What follows belongs to an exercise in optimizing a design on an open flow for small area, a short achievable clock period and few clock cycles per item; a production flow would make more cautious choices.
RTL that was checked went through simulation tests only; none was proved equivalent to the original.
The flow treats the clock pin as an ideal source, which a real chip does not have.
No activity file was given, so power comes from the tool's default toggle rates.

run A:
// el2_exu_div_ctl
module el2_exu_div_ctl
  (
   input logic           clk,                        
   input logic           rst_l,                      
   input logic           dp_valid,                   
   input logic           dp_unsign,                  
   input logic           dp_rem,                     
   input logic  [31:0]   dividend,                   
   input logic  [31:0]   divisor,                    
   input logic           cancel,                     
   output logic          finish_dly,                 
   output logic [31:0]   out                         
  );
Size in the first run: about 1600 cells after synthesis, ~100 I/O pins.
==> flow/config.mk <==
export PLATFORM = sky130hd
export DESIGN_NAME = el2_exu_div_ctl
export DESIGN_NICKNAME = el2_exu_div_ctl
export VERILOG_FILES = /design/flow/design.v
export SDC_FILE = /design/flow/constraint.sdc
export NUM_CORES = 8
export LEC_CHECK = 0
export CAP_MARGIN = 40
export CORE_MARGIN = 2
export CORE_UTILIZATION = 40
export SETUP_SLACK_MARGIN = 5
export SLEW_MARGIN = 40
export SYNTH_HIERARCHICAL = 1
export SYNTH_MINIMUM_KEEP_SIZE = 0
==> flow/constraint.sdc <==
create_clock -name core_clock -period 12.0 [get_ports {clk}]
set_input_delay 2.4000 -clock core_clock [delete_from_list [all_inputs] [get_ports {clk}]]
set_output_delay 2.4000 -clock core_clock [all_outputs]
set_load 0.01 [all_outputs]
standard.sh (not shown) runs the stock make flow with config.mk's settings and CLKGATE_MAP_FILE= SYNTH_SCRIPT=/design/flow/synth_recipe.tcl, a recipe that flattens the netlist after the stock synthesis.
==> flow/flow/run.sh <==
#!/bin/bash
set -euo pipefail
MARGIN=${MARGIN:-6.8}
PORTBUF=${PORTBUF:-sky130_fd_sc_hd__buf_1}
sed -E -e "s/SETUP_SLACK_MARGIN=[^ ]+/SETUP_SLACK_MARGIN=${MARGIN}/" \
       -e "s/CLKGATE_MAP_FILE= /CLKGATE_MAP_FILE= 'BUFFER_PORTS_ARGS=-buffer_cell ${PORTBUF}' /" \
       standard.sh > standard_mod.sh
grep -q "BUFFER_PORTS_ARGS" standard_mod.sh
bash standard_mod.sh > flow.log 2>&1
What run B does differently from run A at the input level:
==> flow/run.sh (new file) <==
#!/bin/bash
# synth_recipe.tcl (not shown) runs the flow's synth.tcl, then flattens the netlist and writes it again
# the make line also repeats each setting of config.mk as NAME=value (left out here)
make -C /OpenROAD-flow-scripts/flow DESIGN_CONFIG=/design/flow/config.mk WORK_HOME=/design/flow/orfs CLKGATE_MAP_FILE= SYNTH_SCRIPT=/design/flow/synth_recipe.tcl finish
removed: flow/flow/run.sh
removed: flow/standard.sh
Results
Run B packs its core more loosely than run A. As far as setup violation total in the final timing report goes, run B and run A are indistinguishable; the numbers are identical. Going from run A to run B, switching part of the total has decreased; first-pass GRT wire length has decreased. Setup slack: run B less than run A. Measured against each other, run B and run A differ in achievable frequency, the lower figure coming from run B. Run B vs. run A: final area -about 9%; data required time of the worst path grew by 2.72 ns. Changes observed in run B relative to run A: maximum fanout along the worst path rose 58, routed wire length fell 11%. Higher number of gates on the worst path with buffers counted among run B and run A: run B.
Relative to run B, the following input files were edited for run C:
==> flow/flow/run.sh (new file) <==
#!/bin/bash
set -euo pipefail
MARGIN=${MARGIN:-6.5}
sed -E "s/SETUP_SLACK_MARGIN=[^ ]+/SETUP_SLACK_MARGIN=${MARGIN}/" standard.sh > standard_margin.sh
bash standard_margin.sh > flow.log 2>&1
==> flow/standard.sh (new file) <==
#!/bin/bash
# synth_recipe.tcl (not shown) runs the flow's synth.tcl, then flattens the netlist and writes it again
# the make line also repeats each setting of config.mk as NAME=value (left out here)
make -C /OpenROAD-flow-scripts/flow DESIGN_CONFIG=/design/flow/config.mk WORK_HOME=/design/flow/orfs CLKGATE_MAP_FILE= SYNTH_SCRIPT=/design/flow/synth_recipe.tcl "${@:-finish}"
removed: flow/run.sh
## What came out
Looking at worst slack on hold paths, run C sits above run B.
As far as average size of a mapped cell goes, run C and run B are indistinguishable; the numbers are identical.
Sort run B and run C by fraction of area in multi-input gates asc -> top: run C
Run C: fraction of power consumed by the clock network is 0.5 points lower than what run B reported.
Post-detailed-routing wire length was higher in run C than in run B.
In run C relative to run B, design area had gone up by a few percent.
No functional check of the RTL was part of any run of this note.

========
el2_exu_div_ctl, a different RTL version from the one above (not shown whole).
For scale: roughly 1300 cells after synthesis, roughly 100 I/O pins, ~0.012 mm² of cells after synthesis.
==> flow/config.mk <==
export PLATFORM = sky130hd
export DESIGN_NAME = el2_exu_div_ctl
export DESIGN_NICKNAME = el2_exu_div_ctl
export VERILOG_FILES = /design/flow/design.v
export SDC_FILE = /design/flow/constraint.sdc
export NUM_CORES = 8
export LEC_CHECK = 0
export CAP_MARGIN = 40
export CORE_MARGIN = 2
export CORE_UTILIZATION = 40
export CTS_BUF_LIST = sky130_fd_sc_hd__clkbuf_8
export SETUP_SLACK_MARGIN = 5
export SLEW_MARGIN = 40
export SYNTH_HIERARCHICAL = 1
export SYNTH_MINIMUM_KEEP_SIZE = 0
==> flow/constraint.sdc <==
create_clock -name core_clock -period 12.0 [get_ports {clk}]
set_input_delay 2.4000 -clock core_clock [delete_from_list [all_inputs] [get_ports {clk}]]
set_output_delay 2.4000 -clock core_clock [all_outputs]
set_load 0.01 [all_outputs]
==> flow/flow/run.sh <==
#!/bin/bash
# The standard layout (standard.sh), with these changes in how the layout is made:
#  - every input and output port still gets its own buffer, but a plain buf_1
#    (OpenROAD's buffer_ports -buffer_cell) instead of the default delay buffer;
#    the resizer upsizes it where timing needs;
#  - after clock-tree synthesis, flow/post_cts.tcl recovers area on paths that
#    keep the setup margin (if RECOVER_PCT is set in flow/extra_vars);
#  - any further ORFS variables listed in flow/extra_vars (one NAME=value per line).
# make's output goes to flow.log; ORFS keeps each step's own log under orfs/logs.
set -euo pipefail
MARGIN=${MARGIN:-6.8}
PORTBUF=${PORTBUF:-sky130_fd_sc_hd__buf_1}
EXTRA="'BUFFER_PORTS_ARGS=-buffer_cell ${PORTBUF}'"
EXTRA="$EXTRA 'POST_CTS_TCL=$PWD/flow/post_cts.tcl'"
if [[ -f flow/extra_vars ]]; then
  while read -r line; do
    [[ -z "$line" || "$line" == \#* ]] && continue
    EXTRA="$EXTRA '$line'"
  done < flow/extra_vars
fi
sed -E -e "s/SETUP_SLACK_MARGIN=[^ ]+/SETUP_SLACK_MARGIN=${MARGIN}/" \
       -e "s|CLKGATE_MAP_FILE= |CLKGATE_MAP_FILE= ${EXTRA} |" \
       standard.sh > standard_mod.sh
grep -q "BUFFER_PORTS_ARGS" standard_mod.sh
bash standard_mod.sh > flow.log 2>&1
==> flow/flow/extra_vars <==
SKIP_INCREMENTAL_REPAIR=1
RECOVER_PCT=30
==> flow/flow/post_cts.tcl <==
# Area recovery after clock-tree synthesis and its timing repair: downsize cells
# (repair_timing -recover_power), then repair setup timing again to the same
# margin, so only cells off the critical paths stay smaller (the SDC is unchanged).
if {[info exists ::env(RECOVER_PCT)] && $::env(RECOVER_PCT) > 0} {
  puts "post-CTS area recovery: $::env(RECOVER_PCT)% of paths, setup margin $::env(SETUP_SLACK_MARGIN)"
  report_design_area
  repair_timing -recover_power $::env(RECOVER_PCT) -verbose
  report_design_area
  report_worst_slack -max
  repair_timing -setup -setup_margin $::env(SETUP_SLACK_MARGIN) -verbose
  detailed_placement
  check_placement -verbose
  report_design_area
  report_worst_slack -max
}
The baseline produced a layout that fails on capacitance limit, slew limit.
Testbench counts at the start, summed over its fixed seeds: cycles 18,134, items 3,200.
==> next run, changes <==
==> flow/flow/extra_vars (replaced) <==
SKIP_INCREMENTAL_REPAIR=1
RECOVER_PCT=100
==> flow/flow/post_cts.tcl (replaced) <==
# Area recovery after clock-tree synthesis and its timing repair: downsize cells
# on paths that keep at least the repair's setup margin (the SDC is unchanged).
if {[info exists ::env(RECOVER_PCT)] && $::env(RECOVER_PCT) > 0} {
  puts "post-CTS area recovery: $::env(RECOVER_PCT)% of paths, setup margin $::env(SETUP_SLACK_MARGIN)"
  report_design_area
  repair_timing -recover_power $::env(RECOVER_PCT) -setup_margin $::env(SETUP_SLACK_MARGIN) -slack_margin $::env(SETUP_SLACK_MARGIN) -verbose
  detailed_placement
  check_placement -verbose
  report_design_area
  report_worst_slack -max
}
The changed run produced a layout that fails on capacitance limit, slew limit.
Via count goes down by 0.60%.
Power is lower by 1.5%.
Synthesized area does not change.
Core utilization is lower by 0.77 points.
Combinational power is lower by about 2%.
Final area is lower by 1.7%.
Wire length barely changes.
==> next run, changes <==
--- a/flow/flow/post_cts.tcl
+++ b/flow/flow/post_cts.tcl
@@ -6 +6 @@
-  repair_timing -recover_power $::env(RECOVER_PCT) -setup_margin $::env(SETUP_SLACK_MARGIN) -slack_margin $::env(SETUP_SLACK_MARGIN) -verbose
+  repair_timing -recover_power $::env(RECOVER_PCT) -setup_margin $::env(SETUP_SLACK_MARGIN) -verbose
=> The new run finished but fails on capacitance limit, slew limit; sequential share of layout area stays the same; cell count is unchanged; combinational power is about the same; worst setup slack does not change.

========
## P
el2_exu_div_ctl, a different RTL version from the one above (not shown whole).
Size: ~1,800 cells after synthesis, about 100 I/O pins.
// el2_exu_div_ctl
module el2_exu_div_ctl
  (
   input logic           clk,                        
   input logic           rst_l,                      
   input logic           dp_valid,                   
   input logic           dp_unsign,                  
   input logic           dp_rem,                     
   input logic  [31:0]   dividend,                   
   input logic  [31:0]   divisor,                    
   input logic           cancel,                     
   output logic          finish_dly,                 
   output logic [31:0]   out                         
  );
clock: 12.0 ns
lec_check: 0
cap_margin: 40
core_margin: 2
core_utilization: 40
setup_slack_margin: 5
slew_margin: 40
synth_hierarchical: 1
synth_minimum_keep_size: 0
==> flow/flow/run.sh <==
#!/bin/bash
set -euo pipefail
MARGIN=${MARGIN:-6.5}
sed -E "s/SETUP_SLACK_MARGIN=[^ ]+/SETUP_SLACK_MARGIN=${MARGIN}/" standard.sh > standard_margin.sh
bash standard_margin.sh > flow.log 2>&1
P: all stages complete, timing, DRC and antenna checks passed
### P -> Q
Settings: setting ABC_AREA to 1 for the first time.
==> flow/flow/run.sh <==
#!/bin/bash
set -euo pipefail
MARGIN=${MARGIN:-6.8}
PORTBUF=${PORTBUF:-sky130_fd_sc_hd__buf_1}
sed -E -e "s/SETUP_SLACK_MARGIN=[^ ]+/SETUP_SLACK_MARGIN=${MARGIN}/" \
       -e "s/CLKGATE_MAP_FILE= /CLKGATE_MAP_FILE= 'BUFFER_PORTS_ARGS=-buffer_cell ${PORTBUF}' /" \
       standard.sh > standard_mod.sh
grep -q "BUFFER_PORTS_ARGS" standard_mod.sh
bash standard_mod.sh > flow.log 2>&1
### Flow results
Diff P -> Q: total design power has decreased; final period demand of the worst path has decreased. The worst slew margin relative to its limit reported for Q is smaller than that of P by 3.8 points. Lower non-clock buffer count among Q and P: Q.
#### Input delta (R over Q)
Settings: clearing ABC_AREA, which used to be 1.
==> flow/run.sh (new file) <==
#!/bin/bash
# synth_recipe.tcl (not shown) runs the flow's synth.tcl, then flattens the netlist and writes it again
# the make line also repeats each setting of config.mk as NAME=value (left out here)
make -C /OpenROAD-flow-scripts/flow DESIGN_CONFIG=/design/flow/config.mk WORK_HOME=/design/flow/orfs CLKGATE_MAP_FILE= SYNTH_SCRIPT=/design/flow/synth_recipe.tcl finish
removed: flow/flow/run.sh
removed: flow/standard.sh
Findings:
- R: PASS, flow complete, no timing, DRC or antenna violations
- R vs. Q: combinational group share of total power went down by 1.4 points.
- Total chip power is lower on R
- Final cell count without fillers: R vs Q down 1,266
- Looking at startpoint-to-endpoint class of the critical path, the flip-flop to flip-flop result is from R; the input port to output pin one comes from Q.
- Area inside the core boundary for R is lower than for Q.
- The lower total wirelength of the detailed-routed design of R and Q is in R.
No functional check of the RTL was part of any run of this note.

========
## delta
el2_exu_div_ctl, a different RTL version from the one above (not shown whole).
For scale: about 1,600 cells after synthesis, roughly 100 I/O pins, roughly 13,000 µm² of cells after synthesis.
export LEC_CHECK = 0
export CAP_MARGIN = 40
export CORE_MARGIN = 2
export CORE_UTILIZATION = 60
export SETUP_SLACK_MARGIN = 5
export SLEW_MARGIN = 40
export SYNTH_HIERARCHICAL = 1
export SYNTH_MINIMUM_KEEP_SIZE = 0
create_clock -name core_clock -period 12.0 [get_ports {clk}]
==> flow/flow/run.sh <==
#!/bin/bash
set -euo pipefail
MARGIN=${MARGIN:-6.8}
sed -E "s/SETUP_SLACK_MARGIN=[^ ]+/SETUP_SLACK_MARGIN=${MARGIN}/" standard.sh > standard_margin.sh
bash standard_margin.sh > flow.log 2>&1
delta went all the way through the flow, and no timing, DRC or antenna check failed.
Testbench counts of delta, summed over its fixed seeds: cycles 18,134, items 3,200.
Input changes introduced in garnet (baseline for comparison: delta):
- CORE_UTILIZATION now 40, was 60
[summary]
- Total wire length after detailed routing in garnet vs delta: up 510 µm
- Looking only at clock network fraction of design power, and setting everything else aside, the lower value of garnet and delta goes to garnet.
- In the flow results for garnet and delta, the total power is larger on garnet.
- Post-route cell area of garnet exceeds that of delta slightly.
The following lists how zinc was set up differently from garnet:
- putting ABC_AREA at 1 where nothing was set
==> flow/flow/run.sh <==
#!/bin/bash
set -euo pipefail
MARGIN=${MARGIN:-6.4}
PORTBUF=${PORTBUF:-sky130_fd_sc_hd__buf_1}
sed -E -e "s/SETUP_SLACK_MARGIN=[^ ]+/SETUP_SLACK_MARGIN=${MARGIN}/" \
       -e "s/CLKGATE_MAP_FILE= /CLKGATE_MAP_FILE= 'BUFFER_PORTS_ARGS=-buffer_cell ${PORTBUF}' /" \
       standard.sh > standard_mod.sh
grep -q "BUFFER_PORTS_ARGS" standard_mod.sh
bash standard_mod.sh > flow.log 2>&1
## What came out
- When zinc is measured against garnet, its die height turns out 3.2% higher.
- Any difference in starting density of the core between zinc and garnet is small enough to ignore.
- In summary, zinc completed successfully, with a layout that passed the timing, DRC and antenna checks.
- NOTE: area added between synthesis and finish in zinc falls short of that of garnet
Relative to zinc, the following input files were edited for quartz:
- a deleted ABC_AREA that had been 1
==> flow/flow/run.sh <==
#!/bin/bash
set -euo pipefail
MARGIN=${MARGIN:-6.5}
sed -E "s/SETUP_SLACK_MARGIN=[^ ]+/SETUP_SLACK_MARGIN=${MARGIN}/" standard.sh > standard_margin.sh
bash standard_margin.sh > flow.log 2>&1
## What came out
From zinc to quartz the numbers moved as follows: non-clock buffer count up about 20%, critical-path maximum fanout down 32, clock network power share down 1.8 points, slack of the critical path down 0.16 ns.
Input-level comparison between willow and quartz:
==> flow/flow/run.sh <==
#!/bin/bash
set -euo pipefail
MARGIN=${MARGIN:-6.8}
PORTBUF=${PORTBUF:-sky130_fd_sc_hd__buf_1}
sed -E -e "s/SETUP_SLACK_MARGIN=[^ ]+/SETUP_SLACK_MARGIN=${MARGIN}/" \
       -e "s/CLKGATE_MAP_FILE= /CLKGATE_MAP_FILE= 'BUFFER_PORTS_ARGS=-buffer_cell ${PORTBUF}' /" \
       standard.sh > standard_mod.sh
grep -q "BUFFER_PORTS_ARGS" standard_mod.sh
bash standard_mod.sh > flow.log 2>&1
==> summary.txt <==
Where post-route minimum period is concerned, quartz is outperformed by willow. On footprint of the multi-input gates, the lower figure sits with quartz, not willow. Comparing the two runs side by side, willow comes out ahead of quartz on post-layout worst setup margin. Summary — area of all placed cells without fillers, willow relative to quartz: lower, by about 2%. Max ratio of final minimum period to clock period across willow and quartz: quartz.

========
RTL: one of the versions met above, not the one the previous note started from.
For scale: roughly 1300 cells after synthesis, about 100 I/O pins.
==> flow/config.mk <==
export PLATFORM = sky130hd
export DESIGN_NAME = el2_exu_div_ctl
export DESIGN_NICKNAME = el2_exu_div_ctl
export VERILOG_FILES = /design/flow/design.v
export SDC_FILE = /design/flow/constraint.sdc
export NUM_CORES = 8
export LEC_CHECK = 0
export CAP_MARGIN = 40
export CORE_MARGIN = 2
export CORE_UTILIZATION = 40
export CTS_BUF_LIST = sky130_fd_sc_hd__clkbuf_8
export SETUP_SLACK_MARGIN = 5
export SLEW_MARGIN = 40
export SYNTH_HIERARCHICAL = 1
export SYNTH_MINIMUM_KEEP_SIZE = 0
==> flow/constraint.sdc <==
create_clock -name core_clock -period 12.0 [get_ports {clk}]
set_input_delay 2.4000 -clock core_clock [delete_from_list [all_inputs] [get_ports {clk}]]
set_output_delay 2.4000 -clock core_clock [all_outputs]
set_load 0.01 [all_outputs]
==> flow/flow/run.sh <==
#!/bin/bash
# The standard layout (standard.sh), with these changes in how the layout is made:
#  - every input and output port still gets its own buffer, but a plain buf_1
#    (OpenROAD's buffer_ports -buffer_cell) instead of the default delay buffer;
#    the resizer upsizes it where timing needs;
#  - any further ORFS variables listed in flow/extra_vars (one NAME=value per line).
# make's output goes to flow.log; ORFS keeps each step's own log under orfs/logs.
set -euo pipefail
MARGIN=${MARGIN:-7.0}
PORTBUF=${PORTBUF:-sky130_fd_sc_hd__buf_1}
EXTRA="'BUFFER_PORTS_ARGS=-buffer_cell ${PORTBUF}'"
if [[ -f flow/extra_vars ]]; then
  while read -r line; do
    [[ -z "$line" || "$line" == \#* ]] && continue
    EXTRA="$EXTRA '$line'"
  done < flow/extra_vars
fi
sed -E -e "s/SETUP_SLACK_MARGIN=[^ ]+/SETUP_SLACK_MARGIN=${MARGIN}/" \
       -e "s|CLKGATE_MAP_FILE= |CLKGATE_MAP_FILE= ${EXTRA} |" \
       standard.sh > standard_mod.sh
grep -q "BUFFER_PORTS_ARGS" standard_mod.sh
bash standard_mod.sh > flow.log 2>&1
==> flow/flow/extra_vars <==
SKIP_INCREMENTAL_REPAIR=1
Testbench counts at the start, summed over its fixed seeds: cycles 18,134, items 3,200.
Next try:
--- a/flow/flow/run.sh
+++ b/flow/flow/run.sh
@@ -4,10 +4,13 @@
 #    (OpenROAD's buffer_ports -buffer_cell) instead of the default delay buffer;
 #    the resizer upsizes it where timing needs;
+#  - after clock-tree synthesis, flow/post_cts.tcl recovers area on paths that
+#    keep the setup margin (if RECOVER_PCT is set in flow/extra_vars);
 #  - any further ORFS variables listed in flow/extra_vars (one NAME=value per line).
 # make's output goes to flow.log; ORFS keeps each step's own log under orfs/logs.
 set -euo pipefail
-MARGIN=${MARGIN:-7.0}
+MARGIN=${MARGIN:-6.8}
 PORTBUF=${PORTBUF:-sky130_fd_sc_hd__buf_1}
 EXTRA="'BUFFER_PORTS_ARGS=-buffer_cell ${PORTBUF}'"
+EXTRA="$EXTRA 'POST_CTS_TCL=$PWD/flow/post_cts.tcl'"
 if [[ -f flow/extra_vars ]]; then
   while read -r line; do
==> flow/flow/extra_vars (replaced) <==
SKIP_INCREMENTAL_REPAIR=1
RECOVER_PCT=100
==> flow/flow/post_cts.tcl (new file) <==
# Area recovery after clock-tree synthesis and its timing repair: downsize cells
# (repair_timing -recover_power), then repair setup timing again to the same
# margin, so only cells off the critical paths stay smaller (the SDC is unchanged).
if {[info exists ::env(RECOVER_PCT)] && $::env(RECOVER_PCT) > 0} {
  puts "post-CTS area recovery: $::env(RECOVER_PCT)% of paths, setup margin $::env(SETUP_SLACK_MARGIN)"
  report_design_area
  repair_timing -recover_power $::env(RECOVER_PCT) -verbose
  report_design_area
  report_worst_slack -max
  repair_timing -setup -setup_margin $::env(SETUP_SLACK_MARGIN) -verbose
  detailed_placement
  check_placement -verbose
  report_design_area
  report_worst_slack -max
}
- The new run reached the layout checks and failed them: max-capacitance violations, max-slew violations
- routed wire length went down by 2.2%
- total power is lower by 3.6%
- non-clock buffer count goes down by 19
- hold slack gets better by 15 ps
- sequential cell count is unchanged
- final cell count fell by about 1.1%
- synthesized area does not change
- count of clock-buffer cells in the layout came out higher by 1
- global-route usage came out lower by 0.31 points
Next try:
--- a/flow/flow/run.sh
+++ b/flow/flow/run.sh
@@ -4,13 +4,10 @@
 #    (OpenROAD's buffer_ports -buffer_cell) instead of the default delay buffer;
 #    the resizer upsizes it where timing needs;
-#  - after clock-tree synthesis, flow/post_cts.tcl recovers area on paths that
-#    keep the setup margin (if RECOVER_PCT is set in flow/extra_vars);
 #  - any further ORFS variables listed in flow/extra_vars (one NAME=value per line).
 # make's output goes to flow.log; ORFS keeps each step's own log under orfs/logs.
 set -euo pipefail
-MARGIN=${MARGIN:-6.8}
+MARGIN=${MARGIN:-6.9}
 PORTBUF=${PORTBUF:-sky130_fd_sc_hd__buf_1}
 EXTRA="'BUFFER_PORTS_ARGS=-buffer_cell ${PORTBUF}'"
-EXTRA="$EXTRA 'POST_CTS_TCL=$PWD/flow/post_cts.tcl'"
 if [[ -f flow/extra_vars ]]; then
   while read -r line; do
==> flow/flow/extra_vars (replaced) <==
SKIP_INCREMENTAL_REPAIR=1
removed: flow/flow/post_cts.tcl
What happened: Now the flow produced a clean layout. Wire length is lower by 1.6%. Power decreases by 1.3%. Non-clock buffer count falls by 6. Combinational power stays flat. Setup slack improved by 110 ps. Die area is unchanged. Cell area increases by 0.50%. Worst hold slack is worse by 19 ps. Sequential power went down by about 2%. Count of clock-buffer cells in the layout is unchanged. Sequential share of layout area drops by 0.12 points.
Next try:
--- a/flow/flow/run.sh
+++ b/flow/flow/run.sh
@@ -4,10 +4,13 @@
 #    (OpenROAD's buffer_ports -buffer_cell) instead of the default delay buffer;
 #    the resizer upsizes it where timing needs;
+#  - after clock-tree synthesis, flow/post_cts.tcl recovers area on paths that
+#    keep the setup margin (if RECOVER_PCT is set in flow/extra_vars);
 #  - any further ORFS variables listed in flow/extra_vars (one NAME=value per line).
 # make's output goes to flow.log; ORFS keeps each step's own log under orfs/logs.
 set -euo pipefail
-MARGIN=${MARGIN:-6.9}
+MARGIN=${MARGIN:-6.8}
 PORTBUF=${PORTBUF:-sky130_fd_sc_hd__buf_1}
 EXTRA="'BUFFER_PORTS_ARGS=-buffer_cell ${PORTBUF}'"
+EXTRA="$EXTRA 'POST_CTS_TCL=$PWD/flow/post_cts.tcl'"
 if [[ -f flow/extra_vars ]]; then
   while read -r line; do
==> flow/flow/extra_vars (replaced) <==
SKIP_INCREMENTAL_REPAIR=1
RECOVER_PCT=50
==> flow/flow/post_cts.tcl (new file) <==
# Area recovery after clock-tree synthesis and its timing repair: downsize cells
# on paths that keep at least the repair's setup margin (the SDC is unchanged).
if {[info exists ::env(RECOVER_PCT)] && $::env(RECOVER_PCT) > 0} {
  puts "post-CTS area recovery: $::env(RECOVER_PCT)% of paths, setup margin $::env(SETUP_SLACK_MARGIN)"
  report_design_area
  repair_timing -recover_power $::env(RECOVER_PCT) -setup_margin $::env(SETUP_SLACK_MARGIN) -verbose
  detailed_placement
  check_placement -verbose
  report_design_area
  report_worst_slack -max
}
Effect: This time the run ran to the end with violations: max-capacitance violations, max-slew violations. Worst setup slack is worse by 2100 ps. Routed wire length came out lower by 0.88%. Worst hold slack is better by 18 ps. Clock skew barely changes. Power came out lower by 2.2%. Final area came out lower by 2.2%.
Next try:
==> flow/flow/run.sh (replaced) <==
#!/bin/bash
set -euo pipefail
MARGIN=${MARGIN:-6.8}
PORTBUF=${PORTBUF:-sky130_fd_sc_hd__buf_1}
sed -E -e "s/SETUP_SLACK_MARGIN=[^ ]+/SETUP_SLACK_MARGIN=${MARGIN}/" \
       -e "s/CLKGATE_MAP_FILE= /CLKGATE_MAP_FILE= 'BUFFER_PORTS_ARGS=-buffer_cell ${PORTBUF}' /" \
       standard.sh > standard_mod.sh
grep -q "BUFFER_PORTS_ARGS" standard_mod.sh
bash standard_mod.sh > flow.log 2>&1
Settings changed: CTS_BUF_LIST sky130_fd_sc_hd__clkbuf_8 to not set.
removed: flow/flow/extra_vars
removed: flow/flow/post_cts.tcl
Outcome:
- The changed run produced a clean layout
- critical path depth is lower by 16
- final area rises by roughly a tenth
- die area is unchanged
- worst setup slack is better by 2100 ps
- global-route usage barely changes

-- separate check: timing with driven ports --
No port has a modelled driver above. Below, the same layouts with a new extraction and two added sets of constraints.
Step 1, drivers: a clkbuf_16 drives clk and a buf_2 each remaining input, both assumed.
Step 2 also shifts input and output timing later by t, the mid clock arrival at the registers, as if the neighbouring blocks saw the same clock.
a / b / c = ideal / step 1 / step 2; a / b = the first two.
| run | shift t [ns] | slack for setup (ns) | worst setup path at the end | slew at the worst register clock pin (ns) | worst data-port slew with drivers (ns) |
|---|---|---|---|---|---|
| run A | 0.415 | 6.446 / 6.397 / 6.500 | register to register | 0.09 / 0.09 | 0.07 |
| run B | 0.408 | 5.655 / 5.655 / 5.655 | register to register | 0.09 / 0.09 | 0.05 |
| run C | 0.409 | 6.413 / 6.366 / 6.469 | input to output | 0.09 / 0.09 | 0.05 |
| the first run of note 2 | 0.429 | 6.738 / 6.757 / 6.331 | input to register | 0.11 / 0.11 | 0.04 |
| the second run of note 2 | 0.432 | 4.535 / 4.535 / 4.535 | register to register | 0.11 / 0.11 | 0.04 |
| the third run of note 2 | 0.432 | 4.535 / 4.535 / 4.535 | register to register | 0.11 / 0.11 | 0.04 |
| P | 0.423 | 6.620 / 6.569 / 6.671 | input to output | 0.09 / 0.09 | 0.07 |
| Q | 0.410 | 6.883 / 6.861 / 6.861 | input to output | 0.08 / 0.08 | 0.04 |
| R | 0.427 | 5.558 / 5.558 / 5.558 | register to register | 0.10 / 0.10 | 0.07 |
| delta | 0.410 | 6.784 / 6.734 / 6.853 | input to output | 0.08 / 0.08 | 0.04 |
| garnet | 0.407 | 6.805 / 6.757 / 6.835 | input to output | 0.08 / 0.08 | 0.04 |
| zinc | 0.411 | 6.749 / 6.697 / 6.764 | input to output | 0.09 / 0.09 | 0.06 |
| quartz | 0.402 | 6.584 / 6.566 / 6.566 | input to output | 0.08 / 0.08 | 0.05 |
| willow | 0.399 | 6.802 / 6.755 / 6.809 | input to output | 0.09 / 0.09 | 0.05 |
| the first run of note 5 | 0.438 | 6.737 / 6.737 / 6.514 | input to register | 0.11 / 0.11 | 0.04 |
| the second run of note 5 | 0.432 | 6.691 / 6.691 / 6.332 | input to register | 0.11 / 0.11 | 0.04 |
| the third run of note 5 | 0.444 | 6.804 / 6.790 / 6.452 | input to register | 0.11 / 0.11 | 0.04 |
| the fourth run of note 5 | 0.430 | 4.727 / 4.727 / 4.727 | register to register | 0.11 / 0.11 | 0.04 |
| the fifth run of note 5 | 0.403 | 6.814 / 6.783 / 6.623 | input to register | 0.08 / 0.08 | 0.04 |
The setup slack of the first run of note 2, which loses most, moves by +0.019 ns with the drivers and by -0.407 ns with both steps.
